Background: an optimization exercise with open tools, aiming at small area and a short achievable clock period. Do not read the settings as production practice. At most, simulation tests tie the RTL to the original design; equivalence was not proved. Function not checked in run 1: the RTL went through the layout flow alone.

## flow/design.v (module list and top-level ports; edited modules follow where they fit)
// module montgomery_kyber: 1465 lines
// module kfa: 6 lines
// module k_a21bo: 5 lines
// module k_a21oi: 5 lines
// module k_and2: 5 lines
// module k_inv: 5 lines
// module k_mux2i: 5 lines
// module k_nand2: 5 lines
// module k_nor2: 5 lines
// module k_o21ai: 5 lines
// module k_o21bai: 5 lines
// module k_or2: 5 lines
// module k_orn2: 5 lines
// module k_xnor2: 5 lines
// module k_xor2: 5 lines
module montgomery_kyber(clk, a, b, out);
  // ...
==> flow/run.sh <==
#!/bin/bash
# synth_recipe.tcl (not shown) runs the flow's synth.tcl, then flattens the netlist and writes it again
# the make line also repeats each setting of config.mk as NAME=value (left out here)
make -C /OpenROAD-flow-scripts/flow DESIGN_CONFIG=/design/flow/config.mk WORK_HOME=/design/flow/orfs CLKGATE_MAP_FILE= SYNTH_SCRIPT=/design/flow/synth_recipe.tcl finish
==> flow/config.mk <==
export PLATFORM = sky130hd
export DESIGN_NAME = montgomery_kyber
export DESIGN_NICKNAME = montgomery_kyber
export VERILOG_FILES = /design/flow/design.v
export SDC_FILE = /design/flow/constraint.sdc
export NUM_CORES = 4
export LEC_CHECK = 0
export CAP_MARGIN = 20
export CORE_MARGIN = 2
export CORE_UTILIZATION = 40
export SETUP_SLACK_MARGIN = 5
export SLEW_MARGIN = 20
export SYNTH_HIERARCHICAL = 1
export SYNTH_MINIMUM_KEEP_SIZE = 0
==> flow/constraint.sdc <==
create_clock -name core_clock -period 12.0 [get_ports {clk}]
set_input_delay 2.4000 -clock core_clock [delete_from_list [all_inputs] [get_ports {clk}]]
set_output_delay 2.4000 -clock core_clock [all_outputs]
set_load 0.01 [all_outputs]
==> run summary, run 1 <==
Tapcells = 188
CP Capture Point = r[11]
Slew margin rel. = 60.3%
Max incr delay on CP = 0.53 ns
Met1 GRT Util = 23.1%
Worst setup startpoint = b[7]
Crit end category = flop
CP required = 12.14 ns
Seq Cell Count = 24
Synth cell types = 15
Crit path depth = 16
Multi-input gate area = 0.00557 mm²
Bufs and invs on worst path = 2
Starting DRT DRC Count = 186
Post-route cell area = 0.00691 mm²
Non-clock buffering overhead = 4.98%
Inst Count DP = 919
Layout area overhead = 11.6%
CTS Hold Buffers Added = 0
Synth Instances = 695
H-tree depth = 1
Top flop regs = r x24
Util after Layout = 45.6%
Routed WL per cell = 14.5 µm
Outcome = no timing/DRC/antenna violations
Sequential cell area share = 6.97%
Most used cell, CP = fa_1
Worst min path class = input port to flop
Share of the synthesized area in the top cell type = 40.4%
Max-cap violations = 0
Top delay family on crit path = adder cells
Final setup TNS = 0 ns
Setup Viol. Count Final = 0
PortBufs = 36
Via count = 4535
Pre-CTS worst setup slack = 4.55 ns
Largest family of logic cells by synthesized area = adder cells
Core box area = 0.0151 mm²
Wirelength, routed = 13400 µm
==> inputs of run 2 (changes only) <==
--- a/flow/design.v
+++ b/flow/design.v
@@ -776,697 +776,715 @@
 k_xnor2 un385 (.a(n298), .b(n366), .y(n385));
 wire n386;
 k_xnor2 un386 (.a(n300), .b(n367), .y(n386));
 wire n387;
 k_xnor2 un387 (.a(n302), .b(n368), .y(n387));
 wire n388;
 k_xor2 un388 (.a(n304), .b(n369), .y(n388));
 wire n389;
-k_xnor2 un389 (.a(n0), .b(n265), .y(n389));
+k_nor2 un389 (.a(n265), .b(n0), .y(n389));
 wire n390;
-k_or2 un390 (.a(n0), .b(n265), .y(n390));
+k_xor2 un390 (.a(n265), .b(n0), .y(n390));
 wire n391;
-k_inv un391 (.a(n376), .y(n391));
-wire fs392, fc392;
-kfa ufs392 (.a(n265), .b(fs267), .c(n391), .s(fs392), .co(fc392));
+k_nor2 un391 (.a(fs267), .b(n265), .y(n391));
+wire n392;
+k_xor2 un392 (.a(fs267), .b(n265), .y(n392));
 wire n393;
-k_inv un393 (.a(n377), .y(n393));
-wire fs394, fc394;
-kfa ufs394 (.a(fs267), .b(fs268), .c(n393), .s(fs394), .co(fc394));
+k_nor2 un393 (.a(fs268), .b(fs267), .y(n393));
+wire n394;
+k_xor2 un394 (.a(fs268), .b(fs267), .y(n394));
 wire n395;
-k_inv un395 (.a(n374), .y(n395));
+k_inv un395 (.a(n0), .y(n395));
 wire n396;
-k_nor2 un396 (.a(n395), .b(n0), .y(n396));
+k_nand2 un396 (.a(n390), .b(n395), .y(n396));
 wire n397;
-k_xor2 un397 (.a(n374), .b(n0), .y(n397));
+k_a21oi un397 (.a(n394), .b(n391), .c(n393), .y(n397));
 wire n398;
-k_inv un398 (.a(n375), .y(n398));
+k_nand2 un398 (.a(n394), .b(n392), .y(n398));
 wire n399;
-k_nor2 un399 (.a(n398), .b(n389), .y(n399));
+k_a21oi un399 (.a(n392), .b(n389), .c(n391), .y(n399));
 wire n400;
-k_xor2 un400 (.a(n375), .b(n389), .y(n400));
+k_inv un400 (.a(n396), .y(n400));
 wire n401;
-k_nor2 un401 (.a(fs392), .b(n390), .y(n401));
+k_nand2 un401 (.a(n392), .b(n400), .y(n401));
 wire n402;
-k_xor2 un402 (.a(fs392), .b(n390), .y(n402));
+k_inv un402 (.a(n389), .y(n402));
 wire n403;
-k_nor2 un403 (.a(fs394), .b(fc392), .y(n403));
+k_o21ai un403 (.a(n398), .b(n402), .c(n397), .y(n403));
 wire n404;
-k_xor2 un404 (.a(fs394), .b(fc392), .y(n404));
+k_nor2 un404 (.a(n398), .b(n396), .y(n404));
 wire n405;
-k_inv un405 (.a(n400), .y(n405));
+k_xor2 un405 (.a(n392), .b(n389), .y(n405));
 wire n406;
-k_a21oi un406 (.a(n405), .b(n396), .c(n399), .y(n406));
-wire n407;
-k_nor2 un407 (.a(n400), .b(n397), .y(n407));
+k_xnor2 un406 (.a(n394), .b(n399), .y(n406));
+wire fs407, fc407;
+kfa ufs407 (.a(n0), .b(fc250), .c(fs251), .s(fs407), .co(fc407));
 wire n408;
-k_a21oi un408 (.a(n404), .b(n401), .c(n403), .y(n408));
-wire n409;
-k_nand2 un409 (.a(n404), .b(n402), .y(n409));
+k_inv un408 (.a(n390), .y(n408));
+wire fs409, fc409;
+kfa ufs409 (.a(n408), .b(fc251), .c(fs252), .s(fs409), .co(fc409));
 wire n410;
-k_inv un410 (.a(n406), .y(n410));
-wire n411;
-k_a21oi un411 (.a(n402), .b(n410), .c(n401), .y(n411));
+k_inv un410 (.a(n405), .y(n410));
+wire fs411, fc411;
+kfa ufs411 (.a(n410), .b(fc252), .c(fs253), .s(fs411), .co(fc411));
 wire n412;
-k_nand2 un412 (.a(n402), .b(n407), .y(n412));
-wire n413;
-k_o21ai un413 (.a(n409), .b(n406), .c(n408), .y(n413));
+k_inv un412 (.a(n406), .y(n412));
+wire fs413, fc413;
+kfa ufs413 (.a(n412), .b(fc253), .c(fs254), .s(fs413), .co(fc413));
 wire n414;
-k_inv un414 (.a(n407), .y(n414));
+k_nor2 un414 (.a(fs409), .b(fc407), .y(n414));
 wire n415;
-k_nor2 un415 (.a(n409), .b(n414), .y(n415));
+k_xor2 un415 (.a(fs409), .b(fc407), .y(n415));
 wire n416;
-k_xnor2 un416 (.a(n400), .b(n396), .y(n416));
+k_nor2 un416 (.a(fs411), .b(fc409), .y(n416));
 wire n417;
-k_xnor2 un417 (.a(n402), .b(n406), .y(n417));
+k_xor2 un417 (.a(fs411), .b(fc409), .y(n417));
 wire n418;
-k_xnor2 un418 (.a(n404), .b(n411), .y(n418));
+k_nor2 un418 (.a(fs413), .b(fc411), .y(n418));
 wire n419;
-k_inv un419 (.a(n0), .y(n419));
+k_xor2 un419 (.a(fs413), .b(fc411), .y(n419));
 wire n420;
-k_inv un420 (.a(n265), .y(n420));
+k_nor2 un420 (.a(fs407), .b(n324), .y(n420));
 wire n421;
-k_inv un421 (.a(fs267), .y(n421));
+k_a21oi un421 (.a(n417), .b(n414), .c(n416), .y(n421));
 wire n422;
-k_inv un422 (.a(fs268), .y(n422));
+k_nand2 un422 (.a(n417), .b(n415), .y(n422));
 wire n423;
-k_inv un423 (.a(fs269), .y(n423));
+k_a21oi un423 (.a(n415), .b(n420), .c(n414), .y(n423));
 wire n424;
-k_inv un424 (.a(fs270), .y(n424));
-reg [23:0] r;
-always @(posedge clk) r <= {n371, n388, n387, n386, n385, n384, n383, n382, n381, n380, n379, n378, n418, n417, n416, n397, n373, n372, n424, n423, n422, n421, n420, n419};
+k_inv un424 (.a(n420), .y(n424));
 wire n425;
-k_xnor2 un425 (.a(r[11]), .b(r[3]), .y(n425));
+k_o21ai un425 (.a(n422), .b(n424), .c(n421), .y(n425));
 wire n426;
-k_or2 un426 (.a(r[11]), .b(r[3]), .y(n426));
+k_a21oi un426 (.a(n419), .b(n425), .c(n418), .y(n426));
 wire n427;
-k_xnor2 un427 (.a(r[12]), .b(r[4]), .y(n427));
+k_xor2 un427 (.a(fs407), .b(n324), .y(n427));
 wire n428;
-k_or2 un428 (.a(r[12]), .b(r[4]), .y(n428));
+k_xor2 un428 (.a(n415), .b(n420), .y(n428));
 wire n429;
-k_xnor2 un429 (.a(r[13]), .b(r[5]), .y(n429));
+k_xnor2 un429 (.a(n417), .b(n423), .y(n429));
 wire n430;
-k_or2 un430 (.a(r[13]), .b(r[5]), .y(n430));
+k_xor2 un430 (.a(n419), .b(n425), .y(n430));
 wire n431;
-k_xnor2 un431 (.a(r[14]), .b(r[6]), .y(n431));
+k_inv un431 (.a(n265), .y(n431));
 wire n432;
-k_or2 un432 (.a(r[14]), .b(r[6]), .y(n432));
+k_inv un432 (.a(fs267), .y(n432));
 wire n433;
-k_xnor2 un433 (.a(r[15]), .b(r[7]), .y(n433));
+k_inv un433 (.a(fs268), .y(n433));
 wire n434;
-k_or2 un434 (.a(r[15]), .b(r[7]), .y(n434));
+k_inv un434 (.a(fs269), .y(n434));
 wire n435;
-k_xnor2 un435 (.a(r[16]), .b(r[6]), .y(n435));
+k_inv un435 (.a(fs270), .y(n435));
+reg [23:0] r;
+always @(posedge clk) r <= {n371, n388, n387, n386, n385, n384, n383, n382, n381, n380, n379, n378, n430, n429, n428, n427, n373, n372, n435, n434, n433, n432, n431, n395};
 wire n436;
-k_or2 un436 (.a(r[16]), .b(r[6]), .y(n436));
+k_xnor2 un436 (.a(r[11]), .b(r[3]), .y(n436));
 wire n437;
-k_xnor2 un437 (.a(r[17]), .b(r[9]), .y(n437));
+k_or2 un437 (.a(r[11]), .b(r[3]), .y(n437));
 wire n438;
-k_or2 un438 (.a(r[17]), .b(r[9]), .y(n438));
+k_xnor2 un438 (.a(r[12]), .b(r[4]), .y(n438));
 wire n439;
-k_xnor2 un439 (.a(r[18]), .b(r[10]), .y(n439));
+k_or2 un439 (.a(r[12]), .b(r[4]), .y(n439));
 wire n440;
-k_or2 un440 (.a(r[18]), .b(r[10]), .y(n440));
+k_xnor2 un440 (.a(r[13]), .b(r[5]), .y(n440));
 wire n441;
-k_xnor2 un441 (.a(r[19]), .b(r[11]), .y(n441));
+k_or2 un441 (.a(r[13]), .b(r[5]), .y(n441));
 wire n442;
-k_or2 un442 (.a(r[19]), .b(r[11]), .y(n442));
+k_xnor2 un442 (.a(r[14]), .b(r[6]), .y(n442));
 wire n443;
-k_xnor2 un443 (.a(r[20]), .b(r[10]), .y(n443));
+k_or2 un443 (.a(r[14]), .b(r[6]), .y(n443));
 wire n444;
-k_or2 un444 (.a(r[20]), .b(r[10]), .y(n444));
+k_xnor2 un444 (.a(r[15]), .b(r[7]), .y(n444));
 wire n445;
-k_xnor2 un445 (.a(r[21]), .b(r[11]), .y(n445));
+k_or2 un445 (.a(r[15]), .b(r[7]), .y(n445));
 wire n446;
-k_or2 un446 (.a(r[21]), .b(r[11]), .y(n446));
+k_xnor2 un446 (.a(r[16]), .b(r[8]), .y(n446));
 wire n447;
-k_xnor2 un447 (.a(r[10]), .b(r[2]), .y(n447));
+k_or2 un447 (.a(r[16]), .b(r[8]), .y(n447));
 wire n448;
-k_or2 un448 (.a(r[10]), .b(r[2]), .y(n448));
-wire fs449, fc449;
-kfa ufs449 (.a(r[1]), .b(r[0]), .c(n425), .s(fs449), .co(fc449));
-wire fs450, fc450;
-kfa ufs450 (.a(r[2]), .b(r[1]), .c(n426), .s(fs450), .co(fc450));
-wire fs451, fc451;
-kfa ufs451 (.a(r[3]), .b(r[2]), .c(n428), .s(fs451), .co(fc451));
-wire fs452, fc452;
-kfa ufs452 (.a(r[4]), .b(r[3]), .c(n430), .s(fs452), .co(fc452));
-wire fs453, fc453;
-kfa ufs453 (.a(r[5]), .b(r[4]), .c(n432), .s(fs453), .co(fc453));
+k_xnor2 un448 (.a(r[17]), .b(r[9]), .y(n448));
+wire n449;
+k_or2 un449 (.a(r[17]), .b(r[9]), .y(n449));
+wire n450;
+k_xnor2 un450 (.a(r[18]), .b(r[10]), .y(n450));
+wire n451;
+k_or2 un451 (.a(r[18]), .b(r[10]), .y(n451));
+wire n452;
+k_xnor2 un452 (.a(r[19]), .b(r[11]), .y(n452));
+wire n453;
+k_or2 un453 (.a(r[19]), .b(r[11]), .y(n453));
 wire n454;
-k_inv un454 (.a(r[8]), .y(n454));
-wire fs455, fc455;
-kfa ufs455 (.a(n454), .b(r[5]), .c(n434), .s(fs455), .co(fc455));
-wire fs456, fc456;
-kfa ufs456 (.a(r[7]), .b(r[6]), .c(n436), .s(fs456), .co(fc456));
-wire fs457, fc457;
-kfa ufs457 (.a(n454), .b(r[7]), .c(n438), .s(fs457), .co(fc457));
-wire fs458, fc458;
-kfa ufs458 (.a(r[9]), .b(n454), .c(n440), .s(fs458), .co(fc458));
-wire fs459, fc459;
-kfa ufs459 (.a(r[9]), .b(n442), .c(n443), .s(fs459), .co(fc459));
+k_xnor2 un454 (.a(r[20]), .b(r[10]), .y(n454));
+wire n455;
+k_or2 un455 (.a(r[20]), .b(r[10]), .y(n455));
+wire n456;
+k_xnor2 un456 (.a(r[21]), .b(r[11]), .y(n456));
+wire n457;
+k_or2 un457 (.a(r[21]), .b(r[11]), .y(n457));
+wire n458;
+k_xnor2 un458 (.a(r[10]), .b(r[2]), .y(n458));
+wire n459;
+k_or2 un459 (.a(r[10]), .b(r[2]), .y(n459));
 wire fs460, fc460;
-kfa ufs460 (.a(r[10]), .b(n444), .c(n445), .s(fs460), .co(fc460));
-wire n461;
-k_xnor2 un461 (.a(r[22]), .b(r[11]), .y(n461));
-wire n462;
-k_or2 un462 (.a(r[22]), .b(r[11]), .y(n462));
-wire n463;
-k_xnor2 un463 (.a(r[9]), .b(r[1]), .y(n463));
-wire n464;
-k_or2 un464 (.a(r[9]), .b(r[1]), .y(n464));
-wire n465;
-k_xor2 un465 (.a(r[0]), .b(n447), .y(n465));
-wire n466;
-k_and2 un466 (.a(r[0]), .b(n447), .y(n466));
-wire n467;
-k_xor2 un467 (.a(n448), .b(fs449), .y(n467));
-wire n468;
-k_and2 un468 (.a(n448), .b(fs449), .y(n468));
+kfa ufs460 (.a(r[1]), .b(r[0]), .c(n436), .s(fs460), .co(fc460));
+wire fs461, fc461;
+kfa ufs461 (.a(r[2]), .b(r[1]), .c(n437), .s(fs461), .co(fc461));
+wire fs462, fc462;
+kfa ufs462 (.a(r[3]), .b(r[2]), .c(n439), .s(fs462), .co(fc462));
+wire fs463, fc463;
+kfa ufs463 (.a(r[4]), .b(r[3]), .c(n441), .s(fs463), .co(fc463));
+wire fs464, fc464;
+kfa ufs464 (.a(r[5]), .b(r[4]), .c(n443), .s(fs464), .co(fc464));
+wire fs465, fc465;
+kfa ufs465 (.a(r[6]), .b(r[5]), .c(n445), .s(fs465), .co(fc465));
+wire fs466, fc466;
+kfa ufs466 (.a(r[7]), .b(r[6]), .c(n447), .s(fs466), .co(fc466));
+wire fs467, fc467;
+kfa ufs467 (.a(r[8]), .b(r[7]), .c(n449), .s(fs467), .co(fc467));
+wire fs468, fc468;
+kfa ufs468 (.a(r[9]), .b(r[8]), .c(n451), .s(fs468), .co(fc468));
 wire fs469, fc469;
-kfa ufs469 (.a(n427), .b(fs450), .c(fc449), .s(fs469), .co(fc469));
+kfa ufs469 (.a(r[9]), .b(n453), .c(n454), .s(fs469), .co(fc469));
 wire fs470, fc470;
-kfa ufs470 (.a(n429), .b(fc450), .c(fs451), .s(fs470), .co(fc470));
-wire fs471, fc471;
-kfa ufs471 (.a(n431), .b(fc451), .c(fs452), .s(fs471), .co(fc471));
-wire fs472, fc472;
-kfa ufs472 (.a(n433), .b(fc452), .c(fs453), .s(fs472), .co(fc472));
-wire fs473, fc473;
-kfa ufs473 (.a(n435), .b(fc453), .c(fs455), .s(fs473), .co(fc473));
-wire fs474, fc474;
-kfa ufs474 (.a(n437), .b(fc455), .c(fs456), .s(fs474), .co(fc474));
-wire fs475, fc475;
-kfa ufs475 (.a(n439), .b(fc456), .c(fs457), .s(fs475), .co(fc475));
-wire fs476, fc476;
-kfa ufs476 (.a(n441), .b(fc457), .c(fs458), .s(fs476), .co(fc476));
+kfa ufs470 (.a(r[10]), .b(n455), .c(n456), .s(fs470), .co(fc470));
+wire n471;
+k_xnor2 un471 (.a(r[22]), .b(r[11]), .y(n471));
+wire n472;
+k_or2 un472 (.a(r[22]), .b(r[11]), .y(n472));
+wire n473;
+k_xnor2 un473 (.a(r[8]), .b(r[0]), .y(n473));
+wire n474;
+k_or2 un474 (.a(r[8]), .b(r[0]), .y(n474));
+wire n475;
+k_xnor2 un475 (.a(r[9]), .b(r[1]), .y(n475));
+wire n476;
+k_or2 un476 (.a(r[9]), .b(r[1]), .y(n476));
 wire n477;
-k_xor2 un477 (.a(fc458), .b(fs459), .y(n477));
+k_xor2 un477 (.a(r[0]), .b(n458), .y(n477));
 wire n478;
-k_and2 un478 (.a(fc458), .b(fs459), .y(n478));
+k_and2 un478 (.a(r[0]), .b(n458), .y(n478));
 wire n479;
-k_xor2 un479 (.a(fc459), .b(fs460), .y(n479));
+k_xor2 un479 (.a(n459), .b(fs460), .y(n479));
 wire n480;
-k_and2 un480 (.a(fc459), .b(fs460), .y(n480));
+k_and2 un480 (.a(n459), .b(fs460), .y(n480));
 wire fs481, fc481;
-kfa ufs481 (.a(n446), .b(n461), .c(fc460), .s(fs481), .co(fc481));
-wire n482;
-k_xor2 un482 (.a(r[23]), .b(n462), .y(n482));
-wire n483;
-k_inv un483 (.a(r[23]), .y(n483));
-wire n484;
-k_nor2 un484 (.a(n483), .b(n462), .y(n484));
-wire n485;
-k_nor2 un485 (.a(r[0]), .b(r[8]), .y(n485));
-wire n486;
-k_nand2 un486 (.a(r[0]), .b(r[8]), .y(n486));
-wire n487;
-k_nor2 un487 (.a(n454), .b(n463), .y(n487));
-wire n488;
-k_orn2 un488 (.a(r[8]), .b(n463), .y(n488));
+kfa ufs481 (.a(n438), .b(fs461), .c(fc460), .s(fs481), .co(fc481));
+wire fs482, fc482;
+kfa ufs482 (.a(n440), .b(fc461), .c(fs462), .s(fs482), .co(fc482));
+wire fs483, fc483;
+kfa ufs483 (.a(n442), .b(fc462), .c(fs463), .s(fs483), .co(fc483));
+wire fs484, fc484;
+kfa ufs484 (.a(n444), .b(fc463), .c(fs464), .s(fs484), .co(fc484));
+wire fs485, fc485;
+kfa ufs485 (.a(n446), .b(fc464), .c(fs465), .s(fs485), .co(fc485));
+wire fs486, fc486;
+kfa ufs486 (.a(n448), .b(fc465), .c(fs466), .s(fs486), .co(fc486));
+wire fs487, fc487;
+kfa ufs487 (.a(n450), .b(fc466), .c(fs467), .s(fs487), .co(fc487));
+wire fs488, fc488;
+kfa ufs488 (.a(n452), .b(fc467), .c(fs468), .s(fs488), .co(fc488));
 wire n489;
-k_nor2 un489 (.a(n464), .b(n465), .y(n489));
+k_xor2 un489 (.a(fc468), .b(fs469), .y(n489));
 wire n490;
-k_nand2 un490 (.a(n464), .b(n465), .y(n490));
+k_and2 un490 (.a(fc468), .b(fs469), .y(n490));
 wire n491;
-k_nor2 un491 (.a(n466), .b(n467), .y(n491));
+k_xor2 un491 (.a(fc469), .b(fs470), .y(n491));
 wire n492;
-k_nand2 un492 (.a(n466), .b(n467), .y(n492));
-wire n493;
-k_nor2 un493 (.a(r[1]), .b(r[0]), .y(n493));
+k_and2 un492 (.a(fc469), .b(fs470), .y(n492));
+wire fs493, fc493;
+kfa ufs493 (.a(n457), .b(n471), .c(fc470), .s(fs493), .co(fc493));
 wire n494;
-k_nor2 un494 (.a(r[3]), .b(r[2]), .y(n494));
+k_xor2 un494 (.a(r[23]), .b(n472), .y(n494));
 wire n495;
-k_nor2 un495 (.a(r[5]), .b(r[4]), .y(n495));
+k_inv un495 (.a(r[23]), .y(n495));
 wire n496;
-k_nor2 un496 (.a(r[7]), .b(r[6]), .y(n496));
+k_nor2 un496 (.a(n495), .b(n472), .y(n496));
 wire n497;
-k_a21oi un497 (.a(n488), .b(n485), .c(n487), .y(n497));
+k_nor2 un497 (.a(n474), .b(n475), .y(n497));
 wire n498;
-k_nand2 un498 (.a(n488), .b(n486), .y(n498));
+k_nand2 un498 (.a(n474), .b(n475), .y(n498));
 wire n499;
-k_a21oi un499 (.a(n492), .b(n489), .c(n491), .y(n499));
+k_nor2 un499 (.a(n476), .b(n477), .y(n499));
 wire n500;
-k_nand2 un500 (.a(n492), .b(n490), .y(n500));
+k_nand2 un500 (.a(n476), .b(n477), .y(n500));
 wire n501;
-k_inv un501 (.a(r[2]), .y(n501));
+k_nor2 un501 (.a(n478), .b(n479), .y(n501));
 wire n502;
-k_nand2 un502 (.a(n501), .b(n493), .y(n502));
+k_nand2 un502 (.a(n478), .b(n479), .y(n502));
 wire n503;
-k_nand2 un503 (.a(n494), .b(n493), .y(n503));
+k_nor2 un503 (.a(r[1]), .b(r[0]), .y(n503));
 wire n504;
-k_inv un504 (.a(r[6]), .y(n504));
+k_nor2 un504 (.a(r[3]), .b(r[2]), .y(n504));
 wire n505;
-k_nand2 un505 (.a(n504), .b(n495), .y(n505));
+k_nor2 un505 (.a(r[5]), .b(r[4]), .y(n505));
 wire n506;
-k_nand2 un506 (.a(n496), .b(n495), .y(n506));
+k_nor2 un506 (.a(r[7]), .b(r[6]), .y(n506));
 wire n507;
-k_inv un507 (.a(n497), .y(n507));
+k_inv un507 (.a(n473), .y(n507));
 wire n508;
-k_a21oi un508 (.a(n490), .b(n507), .c(n489), .y(n508));
+k_a21oi un508 (.a(n498), .b(n507), .c(n497), .y(n508));
 wire n509;
-k_inv un509 (.a(n498), .y(n509));
+k_a21oi un509 (.a(n502), .b(n499), .c(n501), .y(n509));
 wire n510;
-k_nand2 un510 (.a(n490), .b(n509), .y(n510));
+k_nand2 un510 (.a(n502), .b(n500), .y(n510));
 wire n511;
-k_o21ai un511 (.a(n500), .b(n497), .c(n499), .y(n511));
+k_inv un511 (.a(r[2]), .y(n511));
 wire n512;
-k_nor2 un512 (.a(n500), .b(n498), .y(n512));
+k_nand2 un512 (.a(n511), .b(n503), .y(n512));
 wire n513;
-k_nor2 un513 (.a(r[4]), .b(n503), .y(n513));
+k_nand2 un513 (.a(n504), .b(n503), .y(n513));
 wire n514;
-k_inv un514 (.a(n495), .y(n514));
+k_inv un514 (.a(r[6]), .y(n514));
 wire n515;
-k_nor2 un515 (.a(n514), .b(n503), .y(n515));
+k_nand2 un515 (.a(n514), .b(n505), .y(n515));
 wire n516;
-k_nor2 un516 (.a(n505), .b(n503), .y(n516));
+k_nand2 un516 (.a(n506), .b(n505), .y(n516));
 wire n517;
-k_nor2 un517 (.a(n506), .b(n503), .y(n517));
+k_inv un517 (.a(n508), .y(n517));
 wire n518;
-k_nand2 un518 (.a(n486), .b(n517), .y(n518));
+k_a21oi un518 (.a(n500), .b(n517), .c(n499), .y(n518));
 wire n519;
-k_inv un519 (.a(n517), .y(n519));
+k_nand2 un519 (.a(n500), .b(n498), .y(n519));
 wire n520;
-k_nor2 un520 (.a(n498), .b(n519), .y(n520));
+k_o21ai un520 (.a(n510), .b(n508), .c(n509), .y(n520));
 wire n521;
-k_nor2 un521 (.a(n510), .b(n519), .y(n521));
+k_inv un521 (.a(n498), .y(n521));
 wire n522;
-k_nand2 un522 (.a(n512), .b(n517), .y(n522));
+k_nor2 un522 (.a(n510), .b(n521), .y(n522));
 wire n523;
-k_nor2 un523 (.a(n468), .b(fs469), .y(n523));
+k_nor2 un523 (.a(r[4]), .b(n513), .y(n523));
 wire n524;
-k_xor2 un524 (.a(n468), .b(fs469), .y(n524));
+k_inv un524 (.a(n505), .y(n524));
 wire n525;
-k_nor2 un525 (.a(fc469), .b(fs470), .y(n525));
+k_nor2 un525 (.a(n524), .b(n513), .y(n525));
 wire n526;
-k_xor2 un526 (.a(fc469), .b(fs470), .y(n526));
+k_nor2 un526 (.a(n515), .b(n513), .y(n526));
 wire n527;
-k_nor2 un527 (.a(fc470), .b(fs471), .y(n527));
+k_nor2 un527 (.a(n516), .b(n513), .y(n527));
 wire n528;
-k_xor2 un528 (.a(fc470), .b(fs471), .y(n528));
+k_nand2 un528 (.a(n498), .b(n527), .y(n528));
 wire n529;
-k_nor2 un529 (.a(fc471), .b(fs472), .y(n529));
+k_inv un529 (.a(n527), .y(n529));
 wire n530;
-k_xor2 un530 (.a(fc471), .b(fs472), .y(n530));
+k_nor2 un530 (.a(n519), .b(n529), .y(n530));
 wire n531;
-k_nor2 un531 (.a(fc472), .b(fs473), .y(n531));
+k_nand2 un531 (.a(n522), .b(n527), .y(n531));
 wire n532;
-k_xor2 un532 (.a(fc472), .b(fs473), .y(n532));
+k_nor2 un532 (.a(n480), .b(fs481), .y(n532));
 wire n533;
-k_nor2 un533 (.a(fc473), .b(fs474), .y(n533));
+k_xor2 un533 (.a(n480), .b(fs481), .y(n533));
 wire n534;
-k_xor2 un534 (.a(fc473), .b(fs474), .y(n534));
+k_nor2 un534 (.a(fc481), .b(fs482), .y(n534));
 wire n535;
-k_nor2 un535 (.a(fc474), .b(fs475), .y(n535));
+k_xor2 un535 (.a(fc481), .b(fs482), .y(n535));
 wire n536;
-k_xor2 un536 (.a(fc474), .b(fs475), .y(n536));
+k_nor2 un536 (.a(fc482), .b(fs483), .y(n536));
 wire n537;
-k_nor2 un537 (.a(fc475), .b(fs476), .y(n537));
+k_xor2 un537 (.a(fc482), .b(fs483), .y(n537));
 wire n538;
-k_xor2 un538 (.a(fc475), .b(fs476), .y(n538));
+k_nor2 un538 (.a(fc483), .b(fs484), .y(n538));
 wire n539;
-k_nor2 un539 (.a(n477), .b(fc476), .y(n539));
+k_xor2 un539 (.a(fc483), .b(fs484), .y(n539));
 wire n540;
-k_xor2 un540 (.a(n477), .b(fc476), .y(n540));
+k_nor2 un540 (.a(fc484), .b(fs485), .y(n540));
 wire n541;
-k_nor2 un541 (.a(n478), .b(n479), .y(n541));
+k_xor2 un541 (.a(fc484), .b(fs485), .y(n541));
 wire n542;
-k_xor2 un542 (.a(n478), .b(n479), .y(n542));
+k_nor2 un542 (.a(fc485), .b(fs486), .y(n542));
 wire n543;
-k_nor2 un543 (.a(n480), .b(fs481), .y(n543));
+k_xor2 un543 (.a(fc485), .b(fs486), .y(n543));
 wire n544;
-k_xor2 un544 (.a(n480), .b(fs481), .y(n544));
+k_nor2 un544 (.a(fc486), .b(fs487), .y(n544));
 wire n545;
-k_nor2 un545 (.a(n482), .b(fc481), .y(n545));
+k_xor2 un545 (.a(fc486), .b(fs487), .y(n545));
 wire n546;
-k_xor2 un546 (.a(n482), .b(fc481), .y(n546));
+k_nor2 un546 (.a(fc487), .b(fs488), .y(n546));
 wire n547;
-k_a21oi un547 (.a(n524), .b(n511), .c(n523), .y(n547));
+k_xor2 un547 (.a(fc487), .b(fs488), .y(n547));
 wire n548;
-k_a21oi un548 (.a(n528), .b(n525), .c(n527), .y(n548));
+k_nor2 un548 (.a(n489), .b(fc488), .y(n548));
 wire n549;
-k_nand2 un549 (.a(n528), .b(n526), .y(n549));
+k_xor2 un549 (.a(n489), .b(fc488), .y(n549));
 wire n550;
-k_a21oi un550 (.a(n532), .b(n529), .c(n531), .y(n550));
+k_nor2 un550 (.a(n490), .b(n491), .y(n550));
 wire n551;
-k_nand2 un551 (.a(n532), .b(n530), .y(n551));
+k_xor2 un551 (.a(n490), .b(n491), .y(n551));
 wire n552;
-k_a21oi un552 (.a(n536), .b(n533), .c(n535), .y(n552));
+k_nor2 un552 (.a(n492), .b(fs493), .y(n552));
 wire n553;
-k_nand2 un553 (.a(n536), .b(n534), .y(n553));
+k_xor2 un553 (.a(n492), .b(fs493), .y(n553));
 wire n554;
-k_a21oi un554 (.a(n540), .b(n537), .c(n539), .y(n554));
+k_nor2 un554 (.a(n494), .b(fc493), .y(n554));
 wire n555;
-k_nand2 un555 (.a(n540), .b(n538), .y(n555));
+k_xor2 un555 (.a(n494), .b(fc493), .y(n555));
 wire n556;
-k_a21oi un556 (.a(n544), .b(n541), .c(n543), .y(n556));
+k_a21oi un556 (.a(n533), .b(n520), .c(n532), .y(n556));
 wire n557;
-k_nand2 un557 (.a(n544), .b(n542), .y(n557));
+k_a21oi un557 (.a(n537), .b(n534), .c(n536), .y(n557));
 wire n558;
-k_inv un558 (.a(n484), .y(n558));
+k_nand2 un558 (.a(n537), .b(n535), .y(n558));
 wire n559;
-k_a21oi un559 (.a(n558), .b(n545), .c(n484), .y(n559));
+k_a21oi un559 (.a(n541), .b(n538), .c(n540), .y(n559));
 wire n560;
-k_nand2 un560 (.a(n558), .b(n546), .y(n560));
+k_nand2 un560 (.a(n541), .b(n539), .y(n560));
 wire n561;
-k_inv un561 (.a(n547), .y(n561));
+k_a21oi un561 (.a(n545), .b(n542), .c(n544), .y(n561));
 wire n562;
-k_a21oi un562 (.a(n526), .b(n561), .c(n525), .y(n562));
+k_nand2 un562 (.a(n545), .b(n543), .y(n562));
 wire n563;
-k_o21ai un563 (.a(n549), .b(n547), .c(n548), .y(n563));
+k_a21oi un563 (.a(n549), .b(n546), .c(n548), .y(n563));
 wire n564;
-k_inv un564 (.a(n550), .y(n564));
+k_nand2 un564 (.a(n549), .b(n547), .y(n564));
 wire n565;
-k_a21oi un565 (.a(n534), .b(n564), .c(n533), .y(n565));
+k_a21oi un565 (.a(n553), .b(n550), .c(n552), .y(n565));
 wire n566;
-k_inv un566 (.a(n534), .y(n566));
+k_nand2 un566 (.a(n553), .b(n551), .y(n566));
 wire n567;
-k_nor2 un567 (.a(n566), .b(n551), .y(n567));
+k_inv un567 (.a(n496), .y(n567));
 wire n568;
-k_o21ai un568 (.a(n553), .b(n550), .c(n552), .y(n568));
+k_a21oi un568 (.a(n567), .b(n554), .c(n496), .y(n568));
 wire n569;
-k_nor2 un569 (.a(n553), .b(n551), .y(n569));
+k_nand2 un569 (.a(n567), .b(n555), .y(n569));
 wire n570;
-k_inv un570 (.a(n554), .y(n570));
+k_inv un570 (.a(n556), .y(n570));
 wire n571;
-k_a21oi un571 (.a(n542), .b(n570), .c(n541), .y(n571));
+k_a21oi un571 (.a(n535), .b(n570), .c(n534), .y(n571));
 wire n572;
-k_inv un572 (.a(n542), .y(n572));
+k_o21ai un572 (.a(n558), .b(n556), .c(n557), .y(n572));
 wire n573;
-k_nor2 un573 (.a(n572), .b(n555), .y(n573));
+k_inv un573 (.a(n559), .y(n573));
 wire n574;
-k_o21ai un574 (.a(n557), .b(n554), .c(n556), .y(n574));
+k_a21oi un574 (.a(n543), .b(n573), .c(n542), .y(n574));
 wire n575;
-k_nor2 un575 (.a(n557), .b(n555), .y(n575));
+k_inv un575 (.a(n543), .y(n575));
 wire n576;
-k_a21oi un576 (.a(n530), .b(n563), .c(n529), .y(n576));
+k_nor2 un576 (.a(n575), .b(n560), .y(n576));
 wire n577;
-k_inv un577 (.a(n563), .y(n577));
+k_o21ai un577 (.a(n562), .b(n559), .c(n561), .y(n577));
 wire n578;
-k_o21ai un578 (.a(n551), .b(n577), .c(n550), .y(n578));
+k_nor2 un578 (.a(n562), .b(n560), .y(n578));
 wire n579;
-k_a21bo un579 (.a(n567), .b(n563), .c(n565), .y(n579));
+k_inv un579 (.a(n563), .y(n579));
 wire n580;
-k_a21oi un580 (.a(n569), .b(n563), .c(n568), .y(n580));
+k_a21oi un580 (.a(n551), .b(n579), .c(n550), .y(n580));
 wire n581;
-k_a21oi un581 (.a(n546), .b(n574), .c(n545), .y(n581));
+k_inv un581 (.a(n551), .y(n581));
 wire n582;
-k_nand2 un582 (.a(n546), .b(n575), .y(n582));
+k_nor2 un582 (.a(n581), .b(n564), .y(n582));
 wire n583;
-k_inv un583 (.a(n574), .y(n583));
+k_o21ai un583 (.a(n566), .b(n563), .c(n565), .y(n583));
 wire n584;
-k_o21ai un584 (.a(n560), .b(n583), .c(n559), .y(n584));
+k_nor2 un584 (.a(n566), .b(n564), .y(n584));
 wire n585;
-k_inv un585 (.a(n560), .y(n585));
+k_a21oi un585 (.a(n539), .b(n572), .c(n538), .y(n585));
 wire n586;
-k_nand2 un586 (.a(n585), .b(n575), .y(n586));
+k_inv un586 (.a(n572), .y(n586));
 wire n587;
-k_inv un587 (.a(n580), .y(n587));
+k_o21ai un587 (.a(n560), .b(n586), .c(n559), .y(n587));
 wire n588;
-k_a21oi un588 (.a(n538), .b(n587), .c(n537), .y(n588));
+k_a21bo un588 (.a(n576), .b(n572), .c(n574), .y(n588));
 wire n589;
-k_o21ai un589 (.a(n555), .b(n580), .c(n554), .y(n589));
+k_a21oi un589 (.a(n578), .b(n572), .c(n577), .y(n589));
 wire n590;
-k_inv un590 (.a(n573), .y(n590));
+k_a21oi un590 (.a(n555), .b(n583), .c(n554), .y(n590));
 wire n591;
-k_o21ai un591 (.a(n590), .b(n580), .c(n571), .y(n591));
+k_nand2 un591 (.a(n555), .b(n584), .y(n591));
 wire n592;
-k_a21oi un592 (.a(n575), .b(n587), .c(n574), .y(n592));
+k_inv un592 (.a(n583), .y(n592));
 wire n593;
-k_o21ai un593 (.a(n582), .b(n580), .c(n581), .y(n593));
+k_o21ai un593 (.a(n569), .b(n592), .c(n568), .y(n593));
 wire n594;
-k_o21bai un594 (.a(n586), .b(n580), .c(n584), .y(n594));
+k_inv un594 (.a(n569), .y(n594));
 wire n595;
-k_xnor2 un595 (.a(n524), .b(n511), .y(n595));
+k_nand2 un595 (.a(n594), .b(n584), .y(n595));
 wire n596;
-k_xor2 un596 (.a(n526), .b(n547), .y(n596));
+k_inv un596 (.a(n589), .y(n596));
 wire n597;
-k_xor2 un597 (.a(n528), .b(n562), .y(n597));
+k_a21oi un597 (.a(n547), .b(n596), .c(n546), .y(n597));
 wire n598;
-k_xnor2 un598 (.a(n530), .b(n563), .y(n598));
+k_o21ai un598 (.a(n564), .b(n589), .c(n563), .y(n598));
 wire n599;
-k_xor2 un599 (.a(n532), .b(n576), .y(n599));
+k_inv un599 (.a(n582), .y(n599));
 wire n600;
-k_xnor2 un600 (.a(n534), .b(n578), .y(n600));
+k_o21ai un600 (.a(n599), .b(n589), .c(n580), .y(n600));
 wire n601;
-k_xnor2 un601 (.a(n536), .b(n579), .y(n601));
+k_a21oi un601 (.a(n584), .b(n596), .c(n583), .y(n601));
 wire n602;
-k_xor2 un602 (.a(n538), .b(n580), .y(n602));
+k_o21ai un602 (.a(n591), .b(n589), .c(n590), .y(n602));
 wire n603;
-k_xor2 un603 (.a(n540), .b(n588), .y(n603));
+k_o21bai un603 (.a(n595), .b(n589), .c(n593), .y(n603));
 wire n604;
-k_xnor2 un604 (.a(n542), .b(n589), .y(n604));
+k_xnor2 un604 (.a(n533), .b(n520), .y(n604));
 wire n605;
-k_xnor2 un605 (.a(n544), .b(n591), .y(n605));
+k_xor2 un605 (.a(n535), .b(n556), .y(n605));
 wire n606;
-k_xor2 un606 (.a(n546), .b(n592), .y(n606));
+k_xor2 un606 (.a(n537), .b(n571), .y(n606));
 wire n607;
-k_xnor2 un607 (.a(n484), .b(n593), .y(n607));
+k_xnor2 un607 (.a(n539), .b(n572), .y(n607));
 wire n608;
-k_xor2 un608 (.a(n468), .b(fs469), .y(n608));
+k_xor2 un608 (.a(n541), .b(n585), .y(n608));
 wire n609;
-k_and2 un609 (.a(n468), .b(fs469), .y(n609));
+k_xnor2 un609 (.a(n543), .b(n587), .y(n609));
 wire n610;
-k_xnor2 un610 (.a(fc469), .b(fs470), .y(n610));
+k_xnor2 un610 (.a(n545), .b(n588), .y(n610));
 wire n611;
-k_or2 un611 (.a(fc469), .b(fs470), .y(n611));
+k_xor2 un611 (.a(n547), .b(n589), .y(n611));
 wire n612;
-k_xnor2 un612 (.a(fc470), .b(fs471), .y(n612));
+k_xor2 un612 (.a(n549), .b(n597), .y(n612));
 wire n613;
-k_or2 un613 (.a(fc470), .b(fs471), .y(n613));
+k_xnor2 un613 (.a(n551), .b(n598), .y(n613));
 wire n614;
-k_xnor2 un614 (.a(fc471), .b(fs472), .y(n614));
+k_xnor2 un614 (.a(n553), .b(n600), .y(n614));
 wire n615;
-k_or2 un615 (.a(fc471), .b(fs472), .y(n615));
+k_xor2 un615 (.a(n555), .b(n601), .y(n615));
 wire n616;
-k_xnor2 un616 (.a(fc472), .b(fs473), .y(n616));
+k_xnor2 un616 (.a(n496), .b(n602), .y(n616));
 wire n617;
-k_or2 un617 (.a(fc472), .b(fs473), .y(n617));
+k_xor2 un617 (.a(n480), .b(fs481), .y(n617));
 wire n618;
-k_xnor2 un618 (.a(fc473), .b(fs474), .y(n618));
+k_and2 un618 (.a(n480), .b(fs481), .y(n618));
 wire n619;
-k_or2 un619 (.a(fc473), .b(fs474), .y(n619));
+k_xnor2 un619 (.a(fc481), .b(fs482), .y(n619));
 wire n620;
-k_xnor2 un620 (.a(fc474), .b(fs475), .y(n620));
+k_or2 un620 (.a(fc481), .b(fs482), .y(n620));
 wire n621;
-k_or2 un621 (.a(fc474), .b(fs475), .y(n621));
+k_xnor2 un621 (.a(fc482), .b(fs483), .y(n621));
 wire n622;
-k_xnor2 un622 (.a(fc475), .b(fs476), .y(n622));
+k_or2 un622 (.a(fc482), .b(fs483), .y(n622));
 wire n623;
-k_or2 un623 (.a(fc475), .b(fs476), .y(n623));
+k_xnor2 un623 (.a(fc483), .b(fs484), .y(n623));
 wire n624;
-k_xor2 un624 (.a(n477), .b(fc476), .y(n624));
+k_or2 un624 (.a(fc483), .b(fs484), .y(n624));
 wire n625;
-k_and2 un625 (.a(n477), .b(fc476), .y(n625));
+k_xnor2 un625 (.a(fc484), .b(fs485), .y(n625));
 wire n626;
-k_xnor2 un626 (.a(n478), .b(n479), .y(n626));
+k_or2 un626 (.a(fc484), .b(fs485), .y(n626));
 wire n627;
-k_or2 un627 (.a(n478), .b(n479), .y(n627));
+k_xnor2 un627 (.a(fc485), .b(fs486), .y(n627));
 wire n628;
-k_xor2 un628 (.a(n480), .b(fs481), .y(n628));
+k_or2 un628 (.a(fc485), .b(fs486), .y(n628));
 wire n629;
-k_and2 un629 (.a(n480), .b(fs481), .y(n629));
+k_xnor2 un629 (.a(fc486), .b(fs487), .y(n629));
 wire n630;
-k_xor2 un630 (.a(n482), .b(fc481), .y(n630));
+k_or2 un630 (.a(fc486), .b(fs487), .y(n630));
 wire n631;
-k_and2 un631 (.a(n482), .b(fc481), .y(n631));
+k_xnor2 un631 (.a(fc487), .b(fs488), .y(n631));
 wire n632;
-k_nor2 un632 (.a(n610), .b(n609), .y(n632));
+k_or2 un632 (.a(fc487), .b(fs488), .y(n632));
 wire n633;
-k_xor2 un633 (.a(n610), .b(n609), .y(n633));
+k_xor2 un633 (.a(n489), .b(fc488), .y(n633));
 wire n634;
-k_nor2 un634 (.a(n612), .b(n611), .y(n634));
+k_and2 un634 (.a(n489), .b(fc488), .y(n634));
 wire n635;
-k_xor2 un635 (.a(n612), .b(n611), .y(n635));
+k_xnor2 un635 (.a(n490), .b(n491), .y(n635));
 wire n636;
-k_nor2 un636 (.a(n614), .b(n613), .y(n636));
+k_or2 un636 (.a(n490), .b(n491), .y(n636));
 wire n637;
-k_xor2 un637 (.a(n614), .b(n613), .y(n637));
+k_xor2 un637 (.a(n492), .b(fs493), .y(n637));
 wire n638;
-k_nor2 un638 (.a(n616), .b(n615), .y(n638));
+k_and2 un638 (.a(n492), .b(fs493), .y(n638));
 wire n639;
-k_xor2 un639 (.a(n616), .b(n615), .y(n639));
+k_xor2 un639 (.a(n494), .b(fc493), .y(n639));
 wire n640;
-k_nor2 un640 (.a(n618), .b(n617), .y(n640));
+k_and2 un640 (.a(n494), .b(fc493), .y(n640));
 wire n641;
-k_xor2 un641 (.a(n618), .b(n617), .y(n641));
+k_nor2 un641 (.a(n619), .b(n618), .y(n641));
 wire n642;
-k_nor2 un642 (.a(n620), .b(n619), .y(n642));
+k_xor2 un642 (.a(n619), .b(n618), .y(n642));
 wire n643;
-k_xor2 un643 (.a(n620), .b(n619), .y(n643));
+k_nor2 un643 (.a(n621), .b(n620), .y(n643));
 wire n644;
-k_nor2 un644 (.a(n622), .b(n621), .y(n644));
+k_xor2 un644 (.a(n621), .b(n620), .y(n644));
 wire n645;
-k_xor2 un645 (.a(n622), .b(n621), .y(n645));
+k_nor2 un645 (.a(n623), .b(n622), .y(n645));
 wire n646;
-k_nor2 un646 (.a(n624), .b(n623), .y(n646));
+k_xor2 un646 (.a(n623), .b(n622), .y(n646));
 wire n647;
-k_xor2 un647 (.a(n624), .b(n623), .y(n647));
+k_nor2 un647 (.a(n625), .b(n624), .y(n647));
 wire n648;
-k_nor2 un648 (.a(n626), .b(n625), .y(n648));
+k_xor2 un648 (.a(n625), .b(n624), .y(n648));
 wire n649;
-k_xor2 un649 (.a(n626), .b(n625), .y(n649));
+k_nor2 un649 (.a(n627), .b(n626), .y(n649));
 wire n650;
-k_nor2 un650 (.a(n628), .b(n627), .y(n650));
+k_xor2 un650 (.a(n627), .b(n626), .y(n650));
 wire n651;
-k_xor2 un651 (.a(n628), .b(n627), .y(n651));
+k_nor2 un651 (.a(n629), .b(n628), .y(n651));
 wire n652;
-k_nor2 un652 (.a(n630), .b(n629), .y(n652));
+k_xor2 un652 (.a(n629), .b(n628), .y(n652));
 wire n653;
-k_xor2 un653 (.a(n630), .b(n629), .y(n653));
+k_nor2 un653 (.a(n631), .b(n630), .y(n653));
 wire n654;
-k_nor2 un654 (.a(n484), .b(n631), .y(n654));
+k_xor2 un654 (.a(n631), .b(n630), .y(n654));
 wire n655;
-k_xor2 un655 (.a(n484), .b(n631), .y(n655));
+k_nor2 un655 (.a(n633), .b(n632), .y(n655));
 wire n656;
-k_inv un656 (.a(n511), .y(n656));
+k_xor2 un656 (.a(n633), .b(n632), .y(n656));
 wire n657;
-k_nor2 un657 (.a(n608), .b(n656), .y(n657));
+k_nor2 un657 (.a(n635), .b(n634), .y(n657));
 wire n658;
-k_a21oi un658 (.a(n635), .b(n632), .c(n634), .y(n658));
+k_xor2 un658 (.a(n635), .b(n634), .y(n658));
 wire n659;
-k_nand2 un659 (.a(n635), .b(n633), .y(n659));
+k_nor2 un659 (.a(n637), .b(n636), .y(n659));
 wire n660;
-k_a21oi un660 (.a(n639), .b(n636), .c(n638), .y(n660));
+k_xor2 un660 (.a(n637), .b(n636), .y(n660));
 wire n661;
-k_nand2 un661 (.a(n639), .b(n637), .y(n661));
+k_nor2 un661 (.a(n639), .b(n638), .y(n661));
 wire n662;
-k_a21oi un662 (.a(n643), .b(n640), .c(n642), .y(n662));
+k_xor2 un662 (.a(n639), .b(n638), .y(n662));
 wire n663;
-k_nand2 un663 (.a(n643), .b(n641), .y(n663));
+k_nor2 un663 (.a(n496), .b(n640), .y(n663));
 wire n664;
-k_a21oi un664 (.a(n647), .b(n644), .c(n646), .y(n664));
+k_xor2 un664 (.a(n496), .b(n640), .y(n664));
 wire n665;
-k_nand2 un665 (.a(n647), .b(n645), .y(n665));
+k_inv un665 (.a(n520), .y(n665));
 wire n666;
-k_a21oi un666 (.a(n651), .b(n648), .c(n650), .y(n666));
+k_nor2 un666 (.a(n617), .b(n665), .y(n666));
 wire n667;
-k_nand2 un667 (.a(n651), .b(n649), .y(n667));
+k_a21oi un667 (.a(n644), .b(n641), .c(n643), .y(n667));
 wire n668;
-k_a21oi un668 (.a(n655), .b(n652), .c(n654), .y(n668));
+k_nand2 un668 (.a(n644), .b(n642), .y(n668));
 wire n669;
-k_nand2 un669 (.a(n655), .b(n653), .y(n669));
+k_a21oi un669 (.a(n648), .b(n645), .c(n647), .y(n669));
 wire n670;
-k_a21oi un670 (.a(n633), .b(n657), .c(n632), .y(n670));
+k_nand2 un670 (.a(n648), .b(n646), .y(n670));
 wire n671;
-k_inv un671 (.a(n657), .y(n671));
+k_a21oi un671 (.a(n652), .b(n649), .c(n651), .y(n671));
 wire n672;
-k_o21ai un672 (.a(n659), .b(n671), .c(n658), .y(n672));
+k_nand2 un672 (.a(n652), .b(n650), .y(n672));
 wire n673;
-k_inv un673 (.a(n660), .y(n673));
+k_a21oi un673 (.a(n656), .b(n653), .c(n655), .y(n673));
 wire n674;
-k_a21oi un674 (.a(n641), .b(n673), .c(n640), .y(n674));
+k_nand2 un674 (.a(n656), .b(n654), .y(n674));
 wire n675;
-k_inv un675 (.a(n641), .y(n675));
+k_a21oi un675 (.a(n660), .b(n657), .c(n659), .y(n675));
 wire n676;
-k_nor2 un676 (.a(n675), .b(n661), .y(n676));
+k_nand2 un676 (.a(n660), .b(n658), .y(n676));
 wire n677;
-k_o21ai un677 (.a(n663), .b(n660), .c(n662), .y(n677));
+k_a21oi un677 (.a(n664), .b(n661), .c(n663), .y(n677));
 wire n678;
-k_nor2 un678 (.a(n663), .b(n661), .y(n678));
+k_nand2 un678 (.a(n664), .b(n662), .y(n678));
 wire n679;
-k_inv un679 (.a(n664), .y(n679));
+k_a21oi un679 (.a(n642), .b(n666), .c(n641), .y(n679));
 wire n680;
-k_a21oi un680 (.a(n649), .b(n679), .c(n648), .y(n680));
+k_inv un680 (.a(n666), .y(n680));
 wire n681;
-k_inv un681 (.a(n649), .y(n681));
+k_o21ai un681 (.a(n668), .b(n680), .c(n667), .y(n681));
 wire n682;
-k_nor2 un682 (.a(n681), .b(n665), .y(n682));
+k_inv un682 (.a(n669), .y(n682));
 wire n683;
-k_o21ai un683 (.a(n667), .b(n664), .c(n666), .y(n683));
+k_a21oi un683 (.a(n650), .b(n682), .c(n649), .y(n683));
 wire n684;
-k_nor2 un684 (.a(n667), .b(n665), .y(n684));
+k_inv un684 (.a(n650), .y(n684));
 wire n685;
-k_a21oi un685 (.a(n637), .b(n672), .c(n636), .y(n685));
+k_nor2 un685 (.a(n684), .b(n670), .y(n685));
 wire n686;
-k_inv un686 (.a(n672), .y(n686));
+k_o21ai un686 (.a(n672), .b(n669), .c(n671), .y(n686));
 wire n687;
-k_o21ai un687 (.a(n661), .b(n686), .c(n660), .y(n687));
+k_nor2 un687 (.a(n672), .b(n670), .y(n687));
 wire n688;
-k_a21bo un688 (.a(n676), .b(n672), .c(n674), .y(n688));
+k_inv un688 (.a(n673), .y(n688));
 wire n689;
-k_a21oi un689 (.a(n678), .b(n672), .c(n677), .y(n689));
+k_a21oi un689 (.a(n658), .b(n688), .c(n657), .y(n689));
 wire n690;
-k_a21oi un690 (.a(n653), .b(n683), .c(n652), .y(n690));
+k_inv un690 (.a(n658), .y(n690));
 wire n691;
-k_nand2 un691 (.a(n653), .b(n684), .y(n691));
+k_nor2 un691 (.a(n690), .b(n674), .y(n691));
 wire n692;
-k_inv un692 (.a(n683), .y(n692));
+k_o21ai un692 (.a(n676), .b(n673), .c(n675), .y(n692));
 wire n693;
-k_o21ai un693 (.a(n669), .b(n692), .c(n668), .y(n693));
+k_nor2 un693 (.a(n676), .b(n674), .y(n693));
 wire n694;
-k_inv un694 (.a(n669), .y(n694));
+k_a21oi un694 (.a(n646), .b(n681), .c(n645), .y(n694));
 wire n695;
-k_nand2 un695 (.a(n694), .b(n684), .y(n695));
+k_inv un695 (.a(n681), .y(n695));
 wire n696;
-k_inv un696 (.a(n689), .y(n696));
+k_o21ai un696 (.a(n670), .b(n695), .c(n669), .y(n696));
 wire n697;
-k_a21oi un697 (.a(n645), .b(n696), .c(n644), .y(n697));
+k_a21bo un697 (.a(n685), .b(n681), .c(n683), .y(n697));
 wire n698;
-k_o21ai un698 (.a(n665), .b(n689), .c(n664), .y(n698));
+k_a21oi un698 (.a(n687), .b(n681), .c(n686), .y(n698));
 wire n699;
-k_inv un699 (.a(n682), .y(n699));
+k_a21oi un699 (.a(n662), .b(n692), .c(n661), .y(n699));
 wire n700;
-k_o21ai un700 (.a(n699), .b(n689), .c(n680), .y(n700));
+k_nand2 un700 (.a(n662), .b(n693), .y(n700));
 wire n701;
-k_a21oi un701 (.a(n684), .b(n696), .c(n683), .y(n701));
+k_inv un701 (.a(n692), .y(n701));
 wire n702;
-k_o21ai un702 (.a(n691), .b(n689), .c(n690), .y(n702));
+k_o21ai un702 (.a(n678), .b(n701), .c(n677), .y(n702));
 wire n703;
-k_o21bai un703 (.a(n695), .b(n689), .c(n693), .y(n703));
+k_inv un703 (.a(n678), .y(n703));
 wire n704;
-k_xor2 un704 (.a(n608), .b(n511), .y(n704));
+k_nand2 un704 (.a(n703), .b(n693), .y(n704));
 wire n705;
-k_xnor2 un705 (.a(n633), .b(n657), .y(n705));
+k_inv un705 (.a(n698), .y(n705));
 wire n706;
-k_xor2 un706 (.a(n635), .b(n670), .y(n706));
+k_a21oi un706 (.a(n654), .b(n705), .c(n653), .y(n706));
 wire n707;
-k_xnor2 un707 (.a(n637), .b(n672), .y(n707));
+k_o21ai un707 (.a(n674), .b(n698), .c(n673), .y(n707));
 wire n708;
-k_xor2 un708 (.a(n639), .b(n685), .y(n708));
+k_inv un708 (.a(n691), .y(n708));
 wire n709;
-k_xnor2 un709 (.a(n641), .b(n687), .y(n709));
+k_o21ai un709 (.a(n708), .b(n698), .c(n689), .y(n709));
 wire n710;
-k_xnor2 un710 (.a(n643), .b(n688), .y(n710));
+k_a21oi un710 (.a(n693), .b(n705), .c(n692), .y(n710));
 wire n711;
-k_xor2 un711 (.a(n645), .b(n689), .y(n711));
+k_o21ai un711 (.a(n700), .b(n698), .c(n699), .y(n711));
 wire n712;
-k_xor2 un712 (.a(n647), .b(n697), .y(n712));
+k_o21bai un712 (.a(n704), .b(n698), .c(n702), .y(n712));
 wire n713;
-k_xnor2 un713 (.a(n649), .b(n698), .y(n713));
+k_xor2 un713 (.a(n617), .b(n520), .y(n713));
 wire n714;
-k_xnor2 un714 (.a(n651), .b(n700), .y(n714));
+k_xnor2 un714 (.a(n642), .b(n666), .y(n714));
 wire n715;
-k_xor2 un715 (.a(n653), .b(n701), .y(n715));
+k_xor2 un715 (.a(n644), .b(n679), .y(n715));
 wire n716;
-k_xnor2 un716 (.a(n655), .b(n702), .y(n716));
+k_xnor2 un716 (.a(n646), .b(n681), .y(n716));
+wire n717;
+k_xor2 un717 (.a(n648), .b(n694), .y(n717));
+wire n718;
+k_xnor2 un718 (.a(n650), .b(n696), .y(n718));
+wire n719;
+k_xnor2 un719 (.a(n652), .b(n697), .y(n719));
+wire n720;
+k_xor2 un720 (.a(n654), .b(n698), .y(n720));
+wire n721;
+k_xor2 un721 (.a(n656), .b(n706), .y(n721));
+wire n722;
+k_xnor2 un722 (.a(n658), .b(n707), .y(n722));
+wire n723;
+k_xnor2 un723 (.a(n660), .b(n709), .y(n723));
+wire n724;
+k_xor2 un724 (.a(n662), .b(n710), .y(n724));
+wire n725;
+k_xnor2 un725 (.a(n664), .b(n711), .y(n725));
 wire o0;
-k_mux2i uo0 (.s(n607), .a(n595), .b(n704), .y(out[0]));
+k_mux2i uo0 (.s(n616), .a(n604), .b(n713), .y(out[0]));
 wire o1;
-k_mux2i uo1 (.s(n607), .a(n596), .b(n705), .y(out[1]));
+k_mux2i uo1 (.s(n616), .a(n605), .b(n714), .y(out[1]));
 wire o2;
-k_mux2i uo2 (.s(n607), .a(n597), .b(n706), .y(out[2]));
+k_mux2i uo2 (.s(n616), .a(n606), .b(n715), .y(out[2]));
 wire o3;
-k_mux2i uo3 (.s(n607), .a(n598), .b(n707), .y(out[3]));
+k_mux2i uo3 (.s(n616), .a(n607), .b(n716), .y(out[3]));
 wire o4;
-k_mux2i uo4 (.s(n607), .a(n599), .b(n708), .y(out[4]));
+k_mux2i uo4 (.s(n616), .a(n608), .b(n717), .y(out[4]));
 wire o5;
-k_mux2i uo5 (.s(n607), .a(n600), .b(n709), .y(out[5]));
+k_mux2i uo5 (.s(n616), .a(n609), .b(n718), .y(out[5]));
 wire o6;
-k_mux2i uo6 (.s(n607), .a(n601), .b(n710), .y(out[6]));
+k_mux2i uo6 (.s(n616), .a(n610), .b(n719), .y(out[6]));
 wire o7;
-k_mux2i uo7 (.s(n607), .a(n602), .b(n711), .y(out[7]));
+k_mux2i uo7 (.s(n616), .a(n611), .b(n720), .y(out[7]));
 wire o8;
-k_mux2i uo8 (.s(n607), .a(n603), .b(n712), .y(out[8]));
+k_mux2i uo8 (.s(n616), .a(n612), .b(n721), .y(out[8]));
 wire o9;
-k_mux2i uo9 (.s(n607), .a(n604), .b(n713), .y(out[9]));
+k_mux2i uo9 (.s(n616), .a(n613), .b(n722), .y(out[9]));
 wire o10;
-k_mux2i uo10 (.s(n607), .a(n605), .b(n714), .y(out[10]));
+k_mux2i uo10 (.s(n616), .a(n614), .b(n723), .y(out[10]));
 wire o11;
-k_mux2i uo11 (.s(n607), .a(n606), .b(n715), .y(out[11]));
+k_mux2i uo11 (.s(n616), .a(n615), .b(n724), .y(out[11]));
 endmodule
 module kfa(a, b, c, s, co);
 input a, b, c;
 output s, co;
 assign s = a ^ b ^ c;
 assign co = (a & b) | (a & c) | (b & c);
 endmodule
 module k_a21bo(a, b, c, y);
@@ -1514,21 +1532,16 @@
 output y;
 assign y = ~((a | b) & ~c);
 endmodule
 module k_or2(a, b, y);
 input a, b;
 output y;
 assign y = a | b;
 endmodule
-module k_orn2(a, b, y);
-input a, b;
-output y;
-assign y = a | ~b;
-endmodule
 module k_xnor2(a, b, y);
 input a, b;
 output y;
 assign y = ~(a ^ b);
 endmodule
 module k_xor2(a, b, y);
 input a, b;
 output y;
==> run 2 against run 1 <==
Via count up 2.3%. First-iteration DRC count up 2.7%. Clock-buffer cell count is the same. Utilization is 0.56 points higher. Die area rose by 0.73%. Largest cell class unchanged. Cell count increased by 0.32%.
==> run summary, run 2 <==
Outcome = no timing/DRC/antenna violations (unchanged)
Register bit total from synthesis = 24 (unchanged)
Fmax achieved = 0.147 GHz (was 0.148 GHz)
DRT Pass-1 Iters = 5 (was 4)
Crit-path max FO = 12 (unchanged)
Final Non-Filler Cells = 927 (was 924)
FFs w/ async S/R, synth = 0% (unchanged)
Wirelength, routed = 13500 µm (was 13400 µm)
Ys Warns = 7 (unchanged)
Global Route Usage Sum = 17.3% (was 17.5%)
Core box area = 0.0152 mm² (was 0.0151 mm²)
CP required = 12.13 ns (was 12.14 ns)
Critical path class = input port to flop (unchanged)
Post-route cell area = 0.00702 mm² (was 0.00691 mm²)
Critical Path Slowest Stage Cell = fa_1 (unchanged)
Number of flip-flops in the largest register = 24 (unchanged)
Worst-margin pin slew = 0.589 ns (was 0.594 ns)
Die width = 129 µm (was 128 µm)
Worst Setup Start Kind = input port (unchanged)
Max incr delay on CP = 0.54 ns (was 0.53 ns)
Post-DP HPWL = 11500 µm (was 11400 µm)
Top cells by instance count after synthesis = nand2_1, fa_1, xor2_1, nor2_1, xnor2_1 (was nand2_1, fa_1, xor2_1, xnor2_1, nor2_1)
Area leader, netlist = fa_1 (unchanged)
Worst min path class = input port to flop (unchanged)
CTS tree = built (unchanged)
Commonest non-fill, non-tap cell in the layout = nand2_1 (unchanged)
Initial antenna violation count = 0 (unchanged)
Max Slew Vio Count = 0 (unchanged)
# fillers = 1465 (unchanged)
Max-cap violations = 0 (unchanged)
# diodes = 0 (unchanged)
Mapped Nets = 850 (was 845)
Multi-input gate area = 0.00562 mm² (was 0.00557 mm²)
Arrival @ worst endpoint = 6.94 ns (was 6.91 ns)
Commonest cells after routing, fill and taps aside = nand2_1, fa_1, xor2_1 (unchanged)
Share of the synthesized area in the top cell type = 40.8% (was 40.4%)
CTS clk-pin slew, worst paths = 0.06 ns (about the same)
Syn Area/Cell = 8.93 µm² (was 8.91 µm²)
Setup Viol. Count Final = 0 (unchanged)
Inst Count DP = 922 (was 919)
Crit end category = flop (unchanged)
Gr ovfl total = 0 (unchanged)
Routed WL per cell = 14.5 µm (about the same)
Num CTS Buffers = 3 (unchanged)
Synthesized cell area = 0.00624 mm² (was 0.00619 mm²)
Routability congestion estimate = 0.887 (was 0.842)
Top delay family on crit path = adder cells (unchanged)
Placed cell area = 0.00684 mm² (was 0.00679 mm²)
Largest net degree at the start of global routing = 15 (unchanged)
Most used cell, CP = fa_1 (unchanged)
Synth area leaders = fa_1, xor2_1, nand2_1 (was fa_1, nand2_1, xor2_1)
Top_reg_cell synth = dfxtp_1 (unchanged)
CTS root buffer = clkbuf_16 (unchanged)
Sequential fraction of the synthesis area = 7.70% (was 7.76%)
Row cnt = 45 (unchanged)
Final Critical Period = 6.81 ns (was 6.77 ns)
Num ports = 37 (unchanged)
Antenna Nets Post-Route = 0 (unchanged)
PortBufs = 36 (unchanged)
Nets = 892 (was 887)
Register area = 480 µm² (was 482 µm²)
Top flop regs = r x24 (unchanged)
First-pass GRT wire length = 23300 µm (was 23500 µm)
Most flops, register = r (unchanged)
H-tree depth = 1 (unchanged)
Synth Instances = 698 (was 695)
Slew margin rel. = 60.7% (was 60.3%)
Sink Count = 24 (unchanged)
Vias in the first global route = 5050 (was 4969)
Hold wc startpoint = a[0] (unchanged)
Post-synth EDFFs = 0 (unchanged)
RSZ-0062 raised after global routing = false (was true)
Worst path cell trace = dlygate4sd2_1, nand2_1, fa_1, fa_1, fa_1, fa_1, fa_1, xor2_1, nand2_1, nor2_1, nand2_1, o21ai_1, a21oi_2, xor2_1 (was clkdlybuf4s15_1, nand2_1, fa_1, fa_1, fa_1, fa_1, xor2_1, nand2_1, o21ai_2, a21oi_2, xnor2_1, inv_1, fa_1, xor2_1, a21oi_2, xnor2_1)
Bufs and invs on worst path = 1 (was 2)
Worst setup startpoint = b[11] (was b[7])
Hold Vio Cnt, Final = 0 (unchanged)
Total Die Area = 0.0166 mm² (was 0.0165 mm²)
Clock buffer depth = 2 (unchanged)
Layout area overhead = 12.6% (was 11.6%)
Period utilization = 56.8% (was 56.4%)
Via count = 4638 (was 4535)
CTS Hold Buffers Added = 0 (unchanged)
Final setup TNS = 0 ns (unchanged)
Count leader, synth = nand2_1 (unchanged)
Starting DRT DRC Count = 191 (was 186)
Share of cells above drive strength 1 = 7.98% (was 9.51%)
Initial Util = 41.0% (was 40.9%)
Detailed-route DRC error count = 0 (unchanged)
Die H = 129 µm (was 128 µm)
Vias per cell = 5.00 (was 4.91)
Synth cell types = 14 (was 15)
==> run 2: cell types whose count changed in the layout (fill, tap and decap cells not counted), sizes merged <==
cell           change
dlygate4sd2        -3
dlymetal6s2s       +8
inv                -2
clkdlybuf4s50      +5
clkdlybuf4s15      -1
nand2              +2
fa                 +2
xnor2              -3
xor2               +4
nor2               +1
nand2b             -1
clkbuf             -9
==> run 2: repair_timing <==
| item | 4_1_cts | 5_1_grt |
|---|---|---|
| pin swaps | 1 | 1 |
| setup buffers | 0 | 1 |
| gates resized for setup | 5 | 17 |
| endpoints found under the hold margin | 0 | 0 |
| setup endpoints to repair | 13 | 17 |
==> run 2: path summary, 6_finish.rpt <==
kind / end / slack [ns] / depth (start not counted)
worst max-delay path: r[22] / 5.19 / 14
worst min-delay path: r[0] / 2.81 / 3
==> run 2: layout make-up <==
type	instances	share of cell area [%]
Clock buffer	3	1.07
Clock inverter	1	0.428
Inverter	43	2.30
Multi-Input combinational cell	631	80.1
Sequential cell	24	6.84
Tap cell	188	3.35
Timing Repair Buffer	37	5.88
==> run 2: cells by family (layout without fill, tap and decap cells) <==
group	Yosys count	in the layout	share of synthesized area (%)
AO/OA/AOI/OAI	81	81	9.83
XOR/XNOR	134	134	18.8
adder cells (fa/ha/maj)	127	127	40.8
buffers and inverters	43	84	2.59
flip-flops	24	24	7.70
multiplexers	12	12	1.93
AND/OR/NAND/NOR	277	277	18.4
==> run 2: tightest hold or removal path: cells and delay by family <==
family | cells | cell delay (ns)
buf+inv | 2 | 0.34
simple gates | 1 | 0.27
==> run 2: stage by stage <==
| stage | worst slack [ns] | hold WS (ns) | util, % |
|---|---|---|---|
| floorplan | 5.74 | 2.59 | - |
| global placement | 4.79 | 3.52 | 45.0 |
| detailed placement | 4.68 | 3.51 | 45.0 |
| CTS | 5.00 | 2.99 | 45.8 |
| global route | 4.99 | 2.85 | 46.2 |
| finish | 5.19 | 2.81 | 46.2 |
==> run 2: per-layer routing <==
layer / track usage [%] / up-vias / share of wire (%)
met4: 4.41 / 0 / 1.8
li1: - / 2232 / -
met2: 31.6 / 117 / 50
met1: 22.6 / 2271 / 44
met5: 0 / - / 0
met3: 1.04 / 18 / 4.5
==> run 2: per-module statistics from Yosys (local to each module, per instance), a selection <==
module | flops+latches | times used | area (µm²)
k_a21oi | 0 | 50 | 8.76
k_inv | 0 | 43 | 3.75
k_mux2i | 0 | 12 | 10.0
k_nand2 | 0 | 173 | 3.75
k_o21bai | 0 | 2 | 7.51
k_or2 | 0 | 35 | 6.26

-- port drivers added, routing unchanged --
Ports are ideal in the flow. The routed layouts listed here were re-timed in OpenROAD.
Step 1, drivers: a clkbuf_16 drives clk and a buf_2 each remaining input, both assumed.
Step 2 adds t to the input delays and takes it off the output delays; t is the mean of the earliest and latest rising clock arrival at the registers after step 1. Input paths then give back, and output paths get back, about the clock's delay inside the block.
Three values: no drivers, after step 1, after step 2; two values: the first two.
| run | shift t [ns] | setup WS [ns] | worst setup path after step 2 |
|---|---|---|---|
| run 1 | 0.285 | 5.233 / 5.242 / 4.957 | input to register |
| run 2 | 0.284 | 5.185 / 5.199 / 4.915 | input to register |
After both steps setup and hold are still met in every run listed. For run 1, which loses most, drivers alone change the setup slack by +0.009 ns; drivers and shift together by -0.276 ns.
